Context: an optimization exercise on an open-source flow, tuned for small area, a short achievable clock period and few clock cycles. The choices shown serve that exercise and are no tape-out recipe. Function was not checked in any run shown here: the RTL went through the layout flow alone. Power is estimated from default activity; no workload was simulated.

==> flow/run.sh <==
#!/bin/bash
# synth_recipe.tcl (not shown) runs the flow's synth.tcl, then flattens the netlist and writes it again
# the make line also repeats each setting of config.mk as NAME=value (left out here)
make -C /OpenROAD-flow-scripts/flow DESIGN_CONFIG=/design/flow/config.mk WORK_HOME=/design/flow/orfs CLKGATE_MAP_FILE= SYNTH_SCRIPT=/design/flow/synth_recipe.tcl finish
==> flow/config.mk <==
export PLATFORM = sky130hd
export DESIGN_NAME = cpu_main
export DESIGN_NICKNAME = cpu_main
export VERILOG_FILES = /design/flow/design.v
export SDC_FILE = /design/flow/constraint.sdc
export NUM_CORES = 4
export LEC_CHECK = 0
export ABC_AREA = 1
export CAP_MARGIN = 20
export CORE_MARGIN = 2
export CORE_UTILIZATION = 40
export CTS_BUF_LIST = sky130_fd_sc_hd__clkbuf_4 sky130_fd_sc_hd__clkbuf_8
export SETUP_SLACK_MARGIN = 2.9
export SLEW_MARGIN = 20
==> flow/constraint.sdc <==
create_clock -name core_clock -period 7.0 [get_ports {clk}]
set_input_delay 1.4000 -clock core_clock [delete_from_list [all_inputs] [get_ports {clk}]]
set_output_delay 1.4000 -clock core_clock [all_outputs]
set_load 0.01 [all_outputs]
==> flow/design.v <==
`default_nettype none                
`timescale 1ns/1ps                   
/*verilator lint_off UNUSED*/
typedef enum logic [3:0] {
    NOP     = 4'b0000,       
    LDA     = 4'b0001,       
    ADD     = 4'b0010,       
    SUB     = 4'b0011,       
    STA     = 4'b0100,       
    LDI     = 4'b0101,       
    JMP     = 4'b0110,       
    JC      = 4'b0111,       
    JZ      = 4'b1000,       
    NOP_9   = 4'b1001,       
    NOP_A   = 4'b1010,       
    NOP_B   = 4'b1011,       
    NOP_C   = 4'b1100,       
    NOP_D   = 4'b1101,       
    OUT     = 4'b1110,       
    HLT     = 4'b1111        
} op_t;
typedef logic [3:0] addr_t;
typedef logic [7:0] byte_t;
/*verilator lint_on UNUSED*/
`default_nettype none
`timescale 1ns/1ps
module cpu_core (
    output      logic   hlt_o,           
    output      logic   mem_write_o,     
    output      logic   mem_store_o,     
    output      addr_t  mem_waddr_o,     
    output      byte_t  mem_wdata_o,     
    input  wire logic   wr_fwd_i,        
    input  wire addr_t  wr_addr_i,       
    input  wire byte_t  wr_data_i,       
    output      logic [2:0] mem_addr_ev_o,   
    input  wire byte_t  mem_data_ev_i,
    output      logic [2:0] mem_addr_od_o,   
    input  wire byte_t  mem_data_od_i,
    output      addr_t  mem_eaddr_o,     
    input  wire byte_t  mem_edata_i,
    output      logic   out_strobe_o,    
    output      byte_t  out_value_o,     
    input  wire logic   reset_i,
    input  wire logic   clk_en_i,
    input  wire logic   clk
);
addr_t      q;                           
byte_t      ir0;                         
byte_t      ir1;                         
logic       ctl0;                        
logic       pass0;                       
addr_t      darg;                        
byte_t      a;                           
logic       cf;                          
logic       zf;                          
logic       o_rdy;                       
byte_t      out_hold;                    
logic       out_old;                     
function automatic logic is_ctl(input logic [3:0] op);
    is_ctl = (op == NOP) || (op == JMP) || (op == JC) || (op == JZ) ||
           (op == NOP_9) || (op == NOP_A) || (op == NOP_B) || (op == NOP_C) || (op == NOP_D);
endfunction
function automatic logic is_pass(input logic [3:0] op);
    is_pass = is_ctl(op) || (op == OUT);
endfunction
function automatic logic is_nop(input logic [3:0] op);
    is_nop = (op == NOP) || (op == NOP_9) || (op == NOP_A) || (op == NOP_B) || (op == NOP_C) || (op == NOP_D);
endfunction
function automatic logic [8:0] add8(input logic [7:0] x, input logic [7:0] y, input logic ci);
    logic [8:0] g, p, gn, pn;
    logic [8:0] c;
    g = {x & y, ci};
    p = {x ^ y, 1'b0};
    for (int d = 1; d < 9; d = d * 2) begin
        gn = g;
        pn = p;
        for (int i = d; i < 9; i++) begin
            gn[i] = g[i] | (p[i] & g[i-d]);
            pn[i] = p[i] & p[i-d];
        end
        g = gn;
        p = pn;
    end
    c = g;
    add8 = {c[8], (x ^ y) ^ c[7:0]};
endfunction
op_t        op0, op1, dop;
addr_t      arg0, arg1;
logic       run;
logic       tk0, tk1;
byte_t      opnd;
logic       sum_zero;
logic       ctl1;
logic       fold1;
logic       exec0, exec1;
logic       dval;
logic       halt_e;
addr_t      nq, nq1;
logic       fwd0, fwd1;
byte_t      f0, f1;
logic       sub;
logic [8:0] alu;
always_comb op0     = op_t'(ir0[7:4]);
always_comb op1     = op_t'(ir1[7:4]);
always_comb arg0    = ir0[3:0];
always_comb arg1    = ir1[3:0];
always_comb run     = clk_en_i && !hlt_o;
always_comb ctl1    = is_ctl(op1);
always_comb dop     = pass0 ? op1 : op0;
always_comb tk0     = (op0 == JMP) || (op0 == JC && cf) || (op0 == JZ && zf);
always_comb tk1     = (op1 == JMP) || (op1 == JC && cf) ||
                      (op1 == JZ && ((op0 == LDI) ? (arg0 == 4'h0) : zf));
always_comb begin
    case (op0)
        OUT:     fold1 = (op1 != OUT);
        STA:     fold1 = ctl1 || op1 == HLT || op1 == OUT;
        LDI:     fold1 = ctl1 || op1 == HLT || op1 == OUT;
        LDA:     fold1 = is_nop(op1) || op1 == JMP || op1 == JC || op1 == HLT || op1 == OUT;
        default: fold1 = is_nop(op1) || op1 == JMP || op1 == HLT || op1 == OUT;   
    endcase
    if (op0 == STA && arg0 == q + 4'h1) begin
        fold1 = 1'b0;                    
    end
end
always_comb begin
    exec0   = 1'b0;                      
    exec1   = 1'b0;                      
    halt_e  = 1'b0;
    nq      = q + 4'h1;
    nq1     = q + 4'h2;
    if (ctl0 && tk0) begin
        nq      = arg0;
        nq1     = arg0 + 4'h1;
    end else if (op0 == HLT) begin
        halt_e  = 1'b1;
    end else begin
        exec0   = !ctl0;
        if (ctl0 || fold1) begin
            exec1   = 1'b1;
            halt_e  = (op1 == HLT);
            if (ctl1 && tk1) begin
                nq      = arg1;
                nq1     = arg1 + 4'h1;
            end else begin
                nq      = q + 4'h2;
                nq1     = q + 4'h3;
            end
        end
    end
    if (reset_i) begin
        nq      = 4'h0;
        nq1     = 4'h1;
    end else if (!run) begin
        nq      = q;
        nq1     = q + 4'h1;
    end
end
always_comb fwd0    = wr_fwd_i && (run || reset_i) && wr_addr_i == nq;
always_comb fwd1    = wr_fwd_i && (run || reset_i) && wr_addr_i == nq1;
always_comb dval    = pass0 ? exec1 : exec0;
always_comb f0      = fwd0 ? wr_data_i : (nq[0] ? mem_data_od_i : mem_data_ev_i);
always_comb f1      = fwd1 ? wr_data_i : (nq[0] ? mem_data_ev_i : mem_data_od_i);
always_comb sub     = (dop == SUB);
always_comb opnd    = mem_edata_i ^ {8{sub}};
always_comb alu     = add8(a, opnd, sub);
always_comb sum_zero = ((a ^ opnd) == {a[6:0] | opnd[6:0], sub});
always_comb mem_addr_ev_o = nq1[3:1];
always_comb mem_addr_od_o = nq[3:1];
always_comb mem_eaddr_o  = darg;
always_comb mem_store_o  = dval && (dop == STA);
always_comb mem_write_o  = run && mem_store_o;
always_comb mem_waddr_o  = darg;
always_comb mem_wdata_o  = a;
always_comb out_strobe_o = o_rdy;
always_comb out_value_o  = out_old ? out_hold : a;
always_ff @(posedge clk) begin
    out_hold <= a;
end
always_ff @(posedge clk) begin
    q       <= nq;
    ir0     <= f0;
    ir1     <= f1;
    ctl0    <= is_ctl(f0[7:4]);
    pass0   <= is_pass(f0[7:4]);
    darg    <= is_pass(f0[7:4]) ? f1[3:0] : f0[3:0];
end
always_ff @(posedge clk) begin
    if (reset_i) begin
        a       <= '0;
        cf      <= 1'b0;
        zf      <= 1'b1;
        o_rdy   <= 1'b0;
        out_old <= 1'b0;
        hlt_o   <= 1'b0;
    end else begin
        o_rdy   <= 1'b0;
        if (run) begin
            if (dval) begin
                case (dop)
                    LDA: begin
                        a       <= mem_edata_i;
                        zf      <= (mem_edata_i == 8'h00);
                    end
                    ADD, SUB: begin
                        a       <= alu[7:0];
                        cf      <= alu[8] ^ sub;
                        zf      <= sum_zero;
                    end
                    LDI: begin
                        a       <= {4'h0, darg};
                        zf      <= (darg == 4'h0);
                    end
                    default: ;
                endcase
            end
            out_old <= exec0 && op0 == OUT;
            if ((exec0 && op0 == OUT) || (exec1 && op1 == OUT)) begin
                o_rdy   <= 1'b1;
            end
            if (halt_e || f0[7:4] == HLT || (is_nop(f0[7:4]) && f1[7:4] == HLT)) begin
                hlt_o   <= 1'b1;
            end
        end
    end
end
endmodule
`default_nettype wire
`default_nettype none
`timescale 1ns/1ps
module cpu_mem (
    input  wire logic       we_i,        
    input  wire addr_t      waddr_i,     
    input  wire byte_t      wdata_i,     
    input  wire logic [2:0] raddr_ev_i,  
    output      byte_t      rdata_ev_o,
    input  wire logic [2:0] raddr_od_i,  
    output      byte_t      rdata_od_o,
    input  wire addr_t      raddr_e_i,   
    output      byte_t      rdata_e_o,
    input  wire logic       clk
);
byte_t memory [0:15];
always_ff @(posedge clk) begin
    if (we_i) begin
        memory[waddr_i] <= wdata_i;
    end
end
always_comb begin
    rdata_ev_o = '0;
    rdata_od_o = '0;
    for (int i = 0; i < 8; i++) begin
        rdata_ev_o = rdata_ev_o | (memory[2*i]   & {8{raddr_ev_i == 3'(i)}});
        rdata_od_o = rdata_od_o | (memory[2*i+1] & {8{raddr_od_i == 3'(i)}});
    end
end
always_comb begin
    rdata_e_o = '0;
    for (int i = 0; i < 16; i++) begin
        rdata_e_o = rdata_e_o | (memory[i] & {8{raddr_e_i == 4'(i)}});
    end
end
endmodule
`default_nettype wire
`default_nettype none
`timescale 1ns/1ps
module cpu_main (
    input wire  logic       clk_en_i,
    input wire  logic       reset_i,
    output      logic       out_strobe_o,
    output      byte_t      out_value_o,
    output      logic       halt_o,
    input wire  logic       prog_we_i,           
    input wire  addr_t      prog_addr_i,         
    input wire  byte_t      prog_data_i,         
    input wire  logic       clk
);
logic       cpu_we;
logic       cpu_st;
logic       wfwd;
addr_t      cpu_waddr;
byte_t      cpu_wdata;
logic       we;
addr_t      waddr;
byte_t      wdata;
logic [2:0] addr_ev, addr_od;
addr_t      eaddr;
byte_t      data_ev, data_od, edata;
always_comb we      = reset_i ? prog_we_i   : cpu_we;
always_comb wfwd    = reset_i ? prog_we_i   : cpu_st;
always_comb waddr   = reset_i ? prog_addr_i : cpu_waddr;
always_comb wdata   = reset_i ? prog_data_i : cpu_wdata;
cpu_core core (
    .hlt_o(halt_o),
    .mem_write_o(cpu_we),
    .mem_store_o(cpu_st),
    .mem_waddr_o(cpu_waddr),
    .mem_wdata_o(cpu_wdata),
    .wr_fwd_i(wfwd),
    .wr_addr_i(waddr),
    .wr_data_i(wdata),
    .mem_addr_ev_o(addr_ev),
    .mem_data_ev_i(data_ev),
    .mem_addr_od_o(addr_od),
    .mem_data_od_i(data_od),
    .mem_eaddr_o(eaddr),
    .mem_edata_i(edata),
    .out_strobe_o(out_strobe_o),
    .out_value_o(out_value_o),
    .reset_i(reset_i),
    .clk_en_i(clk_en_i),
    .clk(clk)
);
cpu_mem mem (
    .we_i(we),
    .waddr_i(waddr),
    .wdata_i(wdata),
    .raddr_ev_i(addr_ev),
    .rdata_ev_o(data_ev),
    .raddr_od_i(addr_od),
    .rdata_od_o(data_od),
    .raddr_e_i(eaddr),
    .rdata_e_o(edata),
    .clk(clk)
);
endmodule
`default_nettype wire
==> impl_metrics.py, run 1 <==
metrics = {
    "die": {
        "num_io_pins": 26,
        "num_rows": 57,
        "core_sq_um": 24400,
        "dieArea_sq_um": 26200,
        "dieHeight_um": 162,
        "die-width_um": 162,
        "start_util_pct": 40.9,
    },
    "cells_and_area": {
        "antenna_cells": 0,
        "layout-drive-gt1-share_pct": 15.8,
        "regArea_sq_um": 4790,
        "fillCellCount": 2409,
        "final_cell_area_sq_um": 11400,
        "final_nets": 1277,
        "multi_input_area_sq_um": 4650,
        "area_growth_pct": 14.7,
    },
    "logic_synthesis": {
        "ys_warn_count": 3,
        "synth_seq_area_share_pct": 48.0,
        "synthCells": 1186,
        "avgSynthCellArea_sq_um": 8.41,
        "syn_nets": 1224,
        "synth_seq_cells": 175,
        "synth.distinct_cells": 54,
        "synth_area_sq_um": 9980,
    },
    "clocking": {
        "clock_path_buffers": 2,
        "cts_inserted_buffers": 17,
        "clockRootBuffer": "clkbuf_8",
        "path_clk_slew_ns": 0.10,
        "tritoncts": "done",
        "clk_latency_ns": 0.49,
        "cts_hold_buffers": 0,
        "clock_sinks": 175,
        "htreeDepth": 4,
    },
    "critical_path": {
        "crit_type": "input port to register",
        "worstPathMaxFanout": 30,
        "crit_arrival_ns": 4.34,
        "critPathRequiredTime_ns": 7.38,
        "r2r_cells": 27,
        "worstSetupStartpointType": "input port",
        "cp-end-kind": "register",
    },
    "sta": {
        "hold_viol_final": 0,
        "fmax_mhz": 253,
        "setup_viol": 0,
        "finalMaxSlewViolations": 0,
        "tns_ns": 0,
        "worstMarginPinSlew_ns": 1.02,
        "rsz0062_at_grt": "no",
        "layout_min_cycle_time_ns": 3.96,
        "skew_ns": 0.0159,
        "slew_headroom_pct": 31.8,
        "period_share_pct": 56.5,
        "layout_setup_ws_ns": 3.04,
    },
    "route": {
        "drt-total-wl_um": 32200,
        "avgViaCountPerCell": 5.70,
        "vias": 8983,
        "first_iter_violations": 1088,
        "ant_nets": 0,
        "avgRoutedWirePerCell_um": 20.4,
        "route.detailed.drc": 0,
        "firstDrtPassIters": 9,
    },
    "grt": {
        "grt_pass1_vias": 8282,
        "grtUsageTotal_pct": 24.0,
        "grt_pass1_wl_um": 47700,
        "antenna_found_initial": 0,
        "gr-total-overflow": 0,
        "grt_max_degree": 31,
    },
    "place": {
        "placed_area_sq_um": 10500,
        "place_ws_ns": 1.96,
        "dp_hpwl_um": 24000,
        "gp_congestion": 1.17,
        "portBuffers": 25,
    },
    "pwr": {
        "vdd_drop_max_mv": 0.231,
        "power_per_cell_area_nw_per_um2": 504,
        "power.leakage_nw": 4.75,
    },
    "hold_path": {
        "hold_class": "register to register",
        "hold_depth": 0,
    },
    "status": {
        "status": "no timing/DRC/antenna violations",
    },
    "run": {
        "max_cap_viol_count": 0,
    },
}
## cells in the final DEF (no fill, tap or decap), types with 10 or more instances in the layout
cell type / n
nand2_1: 258
inv_1: 160
edfxtp_1: 128
nand3_1: 98
nor2_1: 72
o21ai_0: 54
dfxtp_1: 42
nand4_1: 35
buf_4: 31
a21oi_1: 29
o22ai_1: 28
clkdlybuf4s50_1: 25
inv_2: 23
o21ai_1: 20
ha_1: 19
xor2_1: 18
nor2_2: 17
clkbuf_8: 17
nand2_2: 12
nor2_4: 12
a221oi_1: 11
a22o_1: 10
o21ai_2: 10
## worst paths after layout
check | start | end | slack (ns)
setup reg to reg | core.q[0] | core.darg[3] | 3.15
setup / recovery | reset_i | core.darg[3] | 3.04
hold / removal | core.a[6] | core.out_hold[6] | 0.38
hold reg to reg | core.a[6] | core.out_hold[6] | 0.38
## routing by layer
layer  GRT usage [%]  wire length, um  vias up
li1                -                -     4155
met1            31.8            13600     4175
met2            37.8            14300      536
met3            6.51             3060      117
met4            9.01             1310        0
met5               0                0        -
## final cells by class
cell class              instances  share of cell area (%)
clock buffers                  17                    2.05
clock inverters                14                    1.21
inverters                     188                    6.26
multi-input cells             800                    40.7
flip-flops and latches        175                    41.9
well taps                     324                    3.54
repair buffers                 57                    4.40
## synthesized netlist by cell type (all sizes together)
master   count  area share [%]
a22o        10            0.88
inv        186             7.0
nand3      109             6.1
nand4       37             2.4
o221ai       5            0.44
o21ai       84             4.4
a2111oi      3            0.26
a22oi        1           0.075
dfxtp       47             9.4
a311oi       1           0.088
o211ai       5            0.38
a21oi       31             1.7
and2         1           0.063
nor2       101             4.2
o32ai        1           0.088
clkbuf       7            0.30
or2          8            0.50
a221oi      13             1.1
xor2        21             1.8
o2bb2ai      3            0.26
clkinv       2           0.075
nand2      282              12
o31ai        1           0.075
nor4        10            0.63
edfxtp     128              39
a31oi        4            0.25
o2111ai      2            0.18
xnor2        5            0.44
a211oi       6            0.45
buf         16             1.3
a41oi        1           0.088
or4          1           0.075
ha          22             2.8
o21a         1           0.075
nand3b       1           0.075
nor3         2            0.15
o22ai       28             1.8
## sequential cells by signal, summed over array words and instances (netlist names)
register       flops
core.a             8
core.cf            1
core.darg          4
mem.memory       128
core.ir1           8
core.q             4
core.zf            1
core.ir0           8
core.o_rdy         1
core.out_old       1
core.ctl0          1
core.pass0         1
core.hlt_o         1
core.out_hold      8
## cells by family (layout without fill, tap and decap cells)
group,count (synthesis),in the layout,share of synthesized area [%]
AO/OA/AOI/OAI,200,200,12.6
XOR/XNOR,26,26,2.28
adder cells (fa/ha/maj),22,22,2.76
buffers and inverters,211,276,8.72
flip-flops,175,175,48.0
AND/OR/NAND/NOR,552,552,25.7
## power by group
group          switching, mW  total, mW  internal (mW)  leakage, nW
registers              0.158       1.47           1.31         1.56
clock network          0.432      0.695          0.263        0.182
logic                   2.36       3.59           1.23         3.01
## metrics by stage
stage	hold slack, ns	cells	total power, mW	util, %
6_report	0.377	1575	5.76	46.9
5_1_grt	0.389	1575	6.19	46.9
4_1_cts	0.379	1552	5.41	45.1
3_5_place_dp	0.365	1521	4.68	43.2
3_3_place_gp	0.362	1521	4.66	43.2
2_1_floorplan	0.355	1186	3.81	-
## worst max-delay path: stages
cell	delay [ns]
clkdlybuf4s50_1	0.51
buf_12	0.21
nor2_4	0.09
o21ai_0	0.09
inv_1	0.10
nand2_1	0.11
nand2_4	0.14
nand2_2	0.16
nor2_4	0.08
buf_4	0.15
inv_1	0.10
nor2_1	0.06
inv_1	0.05
o21ai_0	0.11
nor4_2	0.51
nand2_1	0.11
nand3_1	0.09
o21ai_0	0.11
nand2_1	0.09
nand2_1	0.04
## what timing repair did
item,4_1_cts,5_1_grt
gates resized for setup,19,72
pin swaps,0,14
setup buffers,0,23
endpoints found under the setup margin,17,19
==> inputs of run 2 (changes only) <==
--- a/flow/design.v
+++ b/flow/design.v
@@ -55,3 +55,2 @@
 logic       cf;                          
-logic       zf;                          
 logic       o_rdy;                       
@@ -90,5 +89,4 @@
 logic       run;
+logic       zf;
 logic       tk0, tk1;
-byte_t      opnd;
-logic       sum_zero;
 logic       ctl1;
@@ -101,3 +99,5 @@
 byte_t      f0, f1;
+logic       f0_ctl, f0_pass, f0_hlt, f0_nop, f1_hlt;
 logic       sub;
+byte_t      ax;
 logic [8:0] alu;
@@ -108,2 +108,3 @@
 always_comb run     = clk_en_i && !hlt_o;
+always_comb zf      = (a == 8'h00);
 always_comb ctl1    = is_ctl(op1);
@@ -163,6 +164,12 @@
 always_comb f1      = fwd1 ? wr_data_i : (nq[0] ? mem_data_ev_i : mem_data_od_i);
+always_comb begin
+    f0_ctl  = fwd0 ? is_ctl(wr_data_i[7:4])  : (nq[0] ? is_ctl(mem_data_od_i[7:4])  : is_ctl(mem_data_ev_i[7:4]));
+    f0_pass = fwd0 ? is_pass(wr_data_i[7:4]) : (nq[0] ? is_pass(mem_data_od_i[7:4]) : is_pass(mem_data_ev_i[7:4]));
+    f0_hlt  = fwd0 ? (wr_data_i[7:4] == HLT) : (nq[0] ? (mem_data_od_i[7:4] == HLT) : (mem_data_ev_i[7:4] == HLT));
+    f0_nop  = fwd0 ? is_nop(wr_data_i[7:4])  : (nq[0] ? is_nop(mem_data_od_i[7:4])  : is_nop(mem_data_ev_i[7:4]));
+    f1_hlt  = fwd1 ? (wr_data_i[7:4] == HLT) : (nq[0] ? (mem_data_ev_i[7:4] == HLT) : (mem_data_od_i[7:4] == HLT));
+end
 always_comb sub     = (dop == SUB);
-always_comb opnd    = mem_edata_i ^ {8{sub}};
-always_comb alu     = add8(a, opnd, sub);
-always_comb sum_zero = ((a ^ opnd) == {a[6:0] | opnd[6:0], sub});
+always_comb ax      = a ^ {8{sub}};
+always_comb alu     = add8(ax, mem_edata_i, 1'b0);
 always_comb mem_addr_ev_o = nq1[3:1];
@@ -183,5 +190,5 @@
     ir1     <= f1;
-    ctl0    <= is_ctl(f0[7:4]);
-    pass0   <= is_pass(f0[7:4]);
-    darg    <= is_pass(f0[7:4]) ? f1[3:0] : f0[3:0];
+    ctl0    <= f0_ctl;
+    pass0   <= f0_pass;
+    darg    <= f0_pass ? f1[3:0] : f0[3:0];
 end
@@ -191,3 +198,2 @@
         cf      <= 1'b0;
-        zf      <= 1'b1;
         o_rdy   <= 1'b0;
@@ -200,15 +206,8 @@
                 case (dop)
-                    LDA: begin
-                        a       <= mem_edata_i;
-                        zf      <= (mem_edata_i == 8'h00);
-                    end
+                    LDA:    a        <= mem_edata_i;
                     ADD, SUB: begin
-                        a       <= alu[7:0];
-                        cf      <= alu[8] ^ sub;
-                        zf      <= sum_zero;
-                    end
-                    LDI: begin
-                        a       <= {4'h0, darg};
-                        zf      <= (darg == 4'h0);
+                        a       <= alu[7:0] ^ {8{sub}};
+                        cf      <= alu[8];
                     end
+                    LDI:    a        <= {4'h0, darg};
                     default: ;
@@ -220,3 +219,3 @@
             end
-            if (halt_e || f0[7:4] == HLT || (is_nop(f0[7:4]) && f1[7:4] == HLT)) begin
+            if (halt_e || f0_hlt || (f0_nop && f1_hlt)) begin
                 hlt_o   <= 1'b1;
==> run 2 against run 1 <==
Effect of this change:
- still clean
- clock power rose by 5.9%
- register-to-register slack got worse by 0.12 ns
- clock skew up 0.012 ns
- first-iteration DRC count is 15% higher
- sequential share of layout area shrank 1.3 points
- count of clock-buffer cells in the layout unchanged
- largest power group unchanged
==> impl_metrics.py, run 2 <==
metrics = {
    "cells_and_area": {
        "layout-drive-gt1-share_pct": 14.8,
        "area_growth_pct": 14.6,
        "antenna_cells": 0,
        "top_register": "mem.memory",
        "final_cell_area_sq_um": 11700,
        "layout_commonest_cell": "nand2_1",
        "fin_util_pct": 46.6,
        "final_nets": 1339,
        "layout.cells.most_common_list": "nand2_1 (247), inv_1 (167), nor2_1 (130)",
        "largest_reg_flops": 128,
    },
    "pwr": {
        "combPwrFrac_pct": 62.1,
        "p_sw_mw": 3.05,
        "p_int_mw": 2.77,
        "seqPwrFrac_pct": 25.2,
        "pwr-share-clk_pct": 12.6,
        "vdd_drop_max_mv": 0.179,
        "power_per_cell_area_nw_per_um2": 496,
        "power.leakage_nw": 4.86,
        "switching_share_pct": 52.4,
    },
    "die": {
        "dieArea_sq_um": 26900,
        "dieHeight_um": 164,
        "die-width_um": 164,
        "num_rows": 58,
        "start_util_pct": 40.7,
        "num_io_pins": 26,
        "core_sq_um": 25200,
    },
    "logic_synthesis": {
        "synth-edff-count": 128,
        "synth_seq_cells": 174,
        "ys.flop_type": "edfxtp_1",
        "synthCells": 1247,
        "synth_area_sq_um": 10200,
        "yosys.area.top_type": "edfxtp_1",
        "syn_nets": 1279,
        "synthTopCellsByCount": "nand2_1 (253), inv_1 (172), nor2_1 (150)",
        "ys_warn_count": 3,
        "avgSynthCellArea_sq_um": 8.22,
        "synth_top_cell_area_share_pct": 37.5,
        "synth-async-reset-ratio_pct": 0,
        "synth.distinct_cells": 52,
        "yosysMostFrequentCell": "nand2_1",
        "synth_seq_area_share_pct": 46.5,
        "ys_top_cells_by_area": "edfxtp_1 (38%), nand2_1 (9.3%), dfxtp_1 (9.0%)",
    },
    "place": {
        "portBuffers": 25,
        "dp_hpwl_um": 27200,
        "gp_congestion": 1.01,
        "placed_area_sq_um": 10800,
    },
    "route": {
        "avgViaCountPerCell": 5.71,
        "ant_nets": 0,
        "drt-total-wl_um": 36700,
        "avgRoutedWirePerCell_um": 22.3,
        "first_iter_violations": 1250,
        "vias": 9428,
        "route.detailed.drc": 0,
        "firstDrtPassIters": 6,
    },
    "grt": {
        "grtUsageTotal_pct": 27.5,
        "busiest_layer": "met2",
        "grt_pass1_vias": 8746,
        "use_met3_pct": 4.60,
        "antenna_found_initial": 0,
        "grt_use_met2_pct": 44.0,
        "grt_util_met1_pct": 36.6,
        "gr-total-overflow": 0,
        "grt_pass1_wl_um": 54200,
        "grt_max_degree": 24,
    },
    "sta": {
        "fmax_mhz": 250,
        "setup_viol": 0,
        "finalMaxSlewViolations": 0,
        "tns_ns": 0,
        "rsz0062_at_grt": "yes",
        "hold_viol_final": 0,
        "period_share_pct": 57.1,
        "layout_min_cycle_time_ns": 4.00,
        "skew_ns": 0.0278,
        "worstMarginPinSlew_ns": 1.01,
        "slew_headroom_pct": 32.3,
    },
    "critical_path": {
        "critPathRequiredTime_ns": 7.43,
        "rrSetupSlack_ns": 3.03,
        "worstPathMaxFanout": 10,
        "r2r_cells": 16,
        "crit_end": "core.darg[0]",
        "timing.rr.end": "core.a[6]",
        "worstSetupStartpointType": "input port",
        "r2r-start": "core.darg[3]",
        "cp-end-kind": "register",
        "crit_arrival_ns": 4.43,
        "crit_start": "clk_en_i",
        "crit_type": "input port to register",
    },
    "status": {
        "status": "no timing/DRC/antenna violations",
    },
    "clocking": {
        "htreeDepth": 4,
        "clock_sinks": 174,
        "cts_hold_buffers": 0,
        "clk_latency_ns": 0.49,
        "tritoncts": "done",
        "cts_inserted_buffers": 17,
        "clockRootBuffer": "clkbuf_8",
        "path_clk_slew_ns": 0.11,
        "clock_path_buffers": 2,
    },
    "run": {
        "max_cap_viol_count": 0,
    },
    "hold_path": {
        "hold_depth": 0,
        "hold_class": "register to register",
        "hold_path.startpoint": "core.a[1]",
    },
}
## run 2: cell families after synthesis
kind of cell	Yosys count	share of synthesized area, %
fa+ha+maj	16	2.03
flops	174	46.5
compound gates	224	13.8
xor+xnor	26	2.22
buf+inv	208	8.47
mux	2	0.220
simple gates	597	26.7
## run 2: area by class of cell
| cell class | instances | area, sq um |
|---|---|---|
| clock buffers | 17 | 234 |
| flip-flops and latches | 174 | 4770 |
| multi-input cells | 868 | 4870 |
| inverters | 181 | 688 |
| fillers | 2456 | 13400 |
| well taps | 330 | 413 |
| clock inverters | 15 | 178 |
| repair buffers | 65 | 588 |
## run 2: worst max-delay path: stages
cell and delay [ns]:
clkdlybuf4s50_1 0.50, nand2_2 0.11, inv_1 0.15, nor2_4 0.06
inv_4 0.15, nor2_2 0.08, inv_2 0.14, nand2_8 0.12
nor2_2 0.34, buf_4 0.20, nand2_1 0.08, o2111ai_1 0.53
nand2_1 0.10, a31oi_1 0.26, nand3_1 0.12, nand2_1 0.08
## run 2: worst min-delay path by stage
stage | to | slack [ns]
after global routing | core.out_hold[1] | 0.39
after global placement | core.out_hold[1] | 0.38
final | core.out_hold[1] | 0.39
after CTS | core.out_hold[1] | 0.39
after floorplan | core.out_hold[1] | 0.36
after detailed placement | core.out_hold[1] | 0.37
## run 2: stage by stage
step	setup WS (ns)	instances	hold WS [ns]	power, mW
global placement	1.61	1582	0.381	4.69
CTS	2.90	1623	0.387	5.52
finish	3.00	1650	0.390	5.82
detailed placement	1.57	1582	0.374	4.70
global route	2.87	1650	0.388	6.20
floorplan	3.42	1247	0.361	3.81
## run 2: power by group through the flow
stage	logic [mW]	clock network, mW	registers [mW]
after detailed placement	3.21	0	1.48
after global placement	3.20	0	1.49
after CTS	3.31	0.747	1.46
after floorplan	2.39	0	1.42
after global routing	3.93	0.784	1.48
final	3.62	0.736	1.47
## run 2: what timing repair did
item / 4_1_cts / 5_1_grt
gates cloned: 1 / 2
buffers inserted: 8 / 25
pin swaps: 3 / 12
gates resized for setup: 28 / 39
setup endpoints to repair: 135 / 111
## run 2: metal layers
metal  routed length, um  part of all wire, %  vias up
li1                    -                    -     4376
met1               15300                   42     4424
met2               16900                   46      527
met3                2870                  7.8      101
met4                1630                  4.4        0
met5                   0                    0        -

static timing again, ports no longer ideal:
How much do the figures lean on ideal ports? The routed layouts below were timed once more, with nothing changed but the port constraints. Step 1 sets driving cells, clkbuf_16 on the clock port and buf_2 on the other inputs (assumed; they add their load-dependent delay and slew). Step 2 moves the port delays by t, midway between the first and last clock arrival at a register: inputs arrive t later, outputs are due t later. That takes back most of the time a late clock gives input paths. Slacks: ideal / step 1 / step 2; pairs: ideal / step 1.
| run | t (ns) | setup WS [ns] | hold WS [ns] | worst setup path at the end | cell pins on the clock port's net |
|---|---|---|---|---|---|
| run 1 | 0.518 | 3.045 / 3.060 / 2.542 | 0.377 / 0.377 / 0.377 | input to register | 1 |
| run 2 | 0.521 | 3.003 / 3.022 / 2.501 | 0.390 / 0.390 / 0.390 | input to register | 1 |
After both steps every run listed still meets setup and hold. For run 1, which loses most, drivers alone change the setup slack by +0.015 ns; drivers and shift together by -0.503 ns.
